Background: an optimization exercise with open tools, aiming at small area, a short achievable clock period and few clock cycles per item. Do not read the settings as production practice.
RTL that was checked went through simulation tests only; none was proved equivalent to the original.

==> flow/design.v (excerpt) <==
module boothsalgo(clock, reset, signal_in, mcand, mplier, product, done_signal, addOP, subOP);
For scale: ~2100 cells after synthesis.
make LEC_CHECK=0 ABC_AREA=1 CAP_MARGIN=20 CORE_MARGIN=2 CORE_UTILIZATION=40 PLACE_DENSITY=0.75 SETUP_SLACK_MARGIN=2.0 SLEW_MARGIN=20 finish   # period 6.5 ns
run.sh (not shown) runs the stock make flow with config.mk's settings and CLKGATE_MAP_FILE= SYNTH_SCRIPT=/design/flow/synth_recipe.tcl, a recipe that flattens the netlist after the stock synthesis.
The baseline completed without violations.
Testbench counts at the start, summed over its fixed seeds: cycles 8,914, mults 3,200.
Change:
--- a/flow/config.mk
+++ b/flow/config.mk
@@ -9,6 +9,5 @@
 export CAP_MARGIN = 20
 export CORE_MARGIN = 2
-export CORE_UTILIZATION = 40
-export PLACE_DENSITY = 0.75
+export CORE_UTILIZATION = 60
 export SETUP_SLACK_MARGIN = 2.0
 export SLEW_MARGIN = 20
Effect: Via count goes up by 4.2%. Final cell count goes down by 6.4%. Worst setup slack is worse by 0.089 ns.
Change:
--- a/flow/config.mk
+++ b/flow/config.mk
@@ -9,5 +9,5 @@
 export CAP_MARGIN = 20
 export CORE_MARGIN = 2
-export CORE_UTILIZATION = 60
-export SETUP_SLACK_MARGIN = 2.0
+export CORE_UTILIZATION = 40
+export SETUP_SLACK_MARGIN = 2.8
 export SLEW_MARGIN = 20
The changed run completed without violations.
Via count drops by 1.7%.
Fmax climbs by 7.1%.
Cell area climbs by 12%.
Area after synthesis is unchanged.
Sequential share of layout area drops by 2.3 points.
Cell count climbs by 12%.
Worst setup slack gains 0.30 ns.
Flip-flop and latch count stays the same.
First-iteration DRC count drops by 38%.

---

## ember
Another version of the RTL of boothsalgo (not shown whole).
Size: ~2100 cells after synthesis, ~110 flip-flops, about 140 I/O pins, ~0.015 mm^2 of cells after synthesis.
Settings: LEC_CHECK=0, ABC_AREA=1, CAP_MARGIN=20, CORE_MARGIN=2, CORE_UTILIZATION=40, SLEW_MARGIN=20; clock period 6.5 ns.
Testbench counts of ember, summed over its fixed seeds: cycles 8,914, mults 3,200.
#### Input delta (fjord over ember)
Settings: setting SETUP_SLACK_MARGIN to 2.0 for the first time.
--- outcome ---
- Taking ember as the reference point, the ratio of final minimum period to clock period of fjord falls by 22 points.
- Going from ember to fjord, wire length of the first global-routing pass grew by a few percent.
- fjord -> ember: total cell area at the placement stage flat
- fjord packs its core tighter than ember.
- ember → fjord: count of clock-buffer cells in the layout saw little to no change, count of plain and timing-repair buffers in the layout higher, maximum achievable frequency shows an increase of 30%.
- Relative to ember, clock skew increased by 0.0048 ns in fjord.
diff inputs: fjord => indigo
Settings: ABC_AREA: 1 -> 0.
--- outcome ---
Every run in the comparison, indigo and fjord, completed the flow with a clean layout. Ratio of final minimum period to clock period for indigo: 8.1 points up relative to fjord. fjord → indigo: final design instance area without fill now larger; first-iteration DRC count now larger. Summary of indigo over fjord: achievable frequency dropped about 10%; number of buffers outside the clock class in the layout climbed about 24%. From fjord to indigo the numbers moved as follows: die footprint rose about 11%; synthesized instance count about even; worst setup slack after layout fell 0.53 ns.

---

Setup of tundra:
RTL: one of the versions met above, not the one the previous note started from.
Size: ~2100 cells after synthesis, roughly 150 flip-flops, about 140 I/O pins.
export LEC_CHECK = 0
export ABC_AREA = 1
export CAP_MARGIN = 20
export CORE_MARGIN = 2
export CORE_UTILIZATION = 40
export SETUP_SLACK_MARGIN = 2.4
export SLEW_MARGIN = 20
create_clock -name core_clock -period 6.5 [get_ports {clock}]
Testbench counts of tundra, summed over its fixed seeds: cycles 8,914, mults 3,200.
Input-level comparison between juniper and tundra:
-- flow/config.mk --
<<< tundra, line 10
export CORE_MARGIN = 2
export CORE_UTILIZATION = 40
export SETUP_SLACK_MARGIN = 2.4
export SLEW_MARGIN = 20
>>> juniper, line 10
export CORE_MARGIN = 2
export CORE_UTILIZATION = 40
export SETUP_SLACK_MARGIN = 2.0
export SLEW_MARGIN = 20
[summary]
- On wire length of the first global-routing pass, tundra loses to juniper.
- Of the two values seen for first element of the critical path, two0$_DFF_P_ was produced by juniper and one0$_DFF_P_ by tundra.
- Between tundra and juniper, worst setup slack after layout increased.
- Going from tundra to juniper, insertion delay to the later sink of the worst-skew pair grows by 0.03 ns.
- juniper against tundra: tapcell count held; worst setup skew after layout went up 0.023 ns.

---

boothsalgo, a different RTL version from the one above (not shown whole).
Size: ~140 flip-flops, roughly 140 I/O pins, about 19000 um2 of cells after synthesis.
export LEC_CHECK = 0
export ABC_AREA = 1
export CAP_MARGIN = 20
export CORE_MARGIN = 2
export CORE_UTILIZATION = 40
export SETUP_SLACK_MARGIN = 2.0
export SLEW_MARGIN = 20
create_clock -name core_clock -period 6.5 [get_ports {clock}]
standard.sh (not shown) runs the stock make flow with config.mk's settings and CLKGATE_MAP_FILE= SYNTH_SCRIPT=/design/flow/synth_recipe.tcl, a recipe that flattens the netlist after the stock synthesis.
==> flow/flow/run.sh <==
#!/bin/bash
set -e
cp standard.sh standard_sh_copy.log
export ADDER_MAP_FILE=
bash standard.sh > standard.log 2>&1
The baseline produced a clean layout.
Rerun with:
==> flow/run.sh (new file) <==
#!/bin/bash
# synth_recipe.tcl (not shown) runs the flow's synth.tcl, then flattens the netlist and writes it again
# the make line also repeats each setting of config.mk as NAME=value (left out here)
make -C /OpenROAD-flow-scripts/flow DESIGN_CONFIG=/design/flow/config.mk WORK_HOME=/design/flow/orfs CLKGATE_MAP_FILE= SYNTH_SCRIPT=/design/flow/synth_recipe.tcl finish
removed: flow/flow/run.sh
removed: flow/standard.sh
=>
- The changed run finished with timing, DRC and antenna clean
- worst hold slack gets better by 45 ps
- sequential share of layout area increases by 1.2 points
- die area drops by about a fifth
- final cell count shrinks by a quarter to a third
- setup slack is better by 3.3 ps
No run of this note included a check of the RTL's function; only the layout flow was run.

---

Setup of v20:
boothsalgo, a different RTL version from the one above (not shown whole).
Size: about 2100 cells after synthesis.
## boothsalgo
module boothsalgo(clock, reset, signal_in, mcand, mplier, product, done_signal, addOP, subOP);
export LEC_CHECK = 0
export ABC_AREA = 1
export CAP_MARGIN = 20
export CORE_MARGIN = 2
export CORE_UTILIZATION = 40
export SETUP_SLACK_MARGIN = 3.0
export SLEW_MARGIN = 20
create_clock -name core_clock -period 6.5 [get_ports {clock}]
run.sh (not shown) runs the stock make flow with config.mk's settings and CLKGATE_MAP_FILE= SYNTH_SCRIPT=/design/flow/synth_recipe.tcl, a recipe that flattens the netlist after the stock synthesis.
Stock flow here: none of the scripts above is used.
v20 ended with every stage complete and zero timing, DRC or antenna violations.
Testbench counts of v20, summed over its fixed seeds: cycles 8,914, mults 3,200.
Changes in v22 relative to v20:
Settings: SETUP_SLACK_MARGIN changed from 3.0 to 1.3.
## What came out
Going from v20 to v22, setup slack down 0.61 ns; final area now sits lower; sequential share of layout area went up 3.4 points; number of non-clock buffers in the layout -168.
Going from v20 to v22, biggest cell delay along the critical path now sits lower; number of inverters outside the clock class in the layout now smaller.
For v7, these inputs were changed with respect to v22:
Settings: SETUP_SLACK_MARGIN: 1.3 -> 2.0.
### Flow results
- Summary — number of cells upsized or downsized after cts, v7 relative to v22: higher, by 284.
- Taking v22 as the reference, in v7 fmax climbed about 13%.
- Looking at busiest layer in global routing, the met1 result is from v7; the met2 one comes from v22.

[static timing again, ports no longer ideal]
How much do the figures lean on ideal ports? The routed layouts below were timed once more, with nothing changed but the port constraints.
Step 1: set_driving_cell puts a clkbuf_16 on clock and a buf_2 on each other input, an assumption about the parent block.
Step 2 adds t to the input delays and takes it off the output delays; t is the mean of the earliest and latest rising clock arrival at the registers after step 1. Input paths then give back, and output paths get back, about the clock's delay inside the block.
a / b / c = no drivers / after step 1 / after step 2; a / b = the first two.
| run | t (ns) | slack for setup (ns) | hold slack, ns |
|---|---|---|---|
| the first run of note 1 | 0.499 | 2.004 / 1.958 / 1.778 | 0.545 / 0.545 / 0.545 |
| the second run of note 1 | 0.498 | 1.915 / 1.915 / 1.766 | 0.539 / 0.539 / 0.539 |
| the third run of note 1 | 0.516 | 2.219 / 2.219 / 2.219 | 0.518 / 0.518 / 0.518 |
| ember | 0.441 | 0.193 / 0.193 / 0.193 | 0.464 / 0.464 / 0.464 |
| fjord | 0.449 | 1.640 / 1.640 / 1.640 | 0.470 / 0.470 / 0.470 |
| indigo | 0.441 | 1.112 / 1.112 / 1.112 | 0.530 / 0.530 / 0.530 |
| tundra | 0.500 | 2.080 / 2.080 / 2.058 | 0.518 / 0.518 / 0.518 |
| juniper | 0.519 | 2.117 / 2.089 / 1.695 | 0.517 / 0.517 / 0.517 |
| the first run of note 4 | 0.548 | 1.995 / 1.935 / 1.837 | 0.494 / 0.494 / 0.494 |
| the second run of note 4 | 0.497 | 1.998 / 1.945 / 1.812 | 0.538 / 0.538 / 0.538 |
| v20 | 0.492 | 1.927 / 1.927 / 1.927 | 0.521 / 0.521 / 0.521 |
| v22 | 0.508 | 1.320 / 1.320 / 1.320 | 0.528 / 0.528 / 0.528 |
| v7 | 0.500 | 1.903 / 1.903 / 1.648 | 0.543 / 0.543 / 0.543 |
After both steps every run listed still meets setup and hold. The setup slack of juniper, which loses most, moves by -0.028 ns with the drivers and by -0.422 ns with both steps.
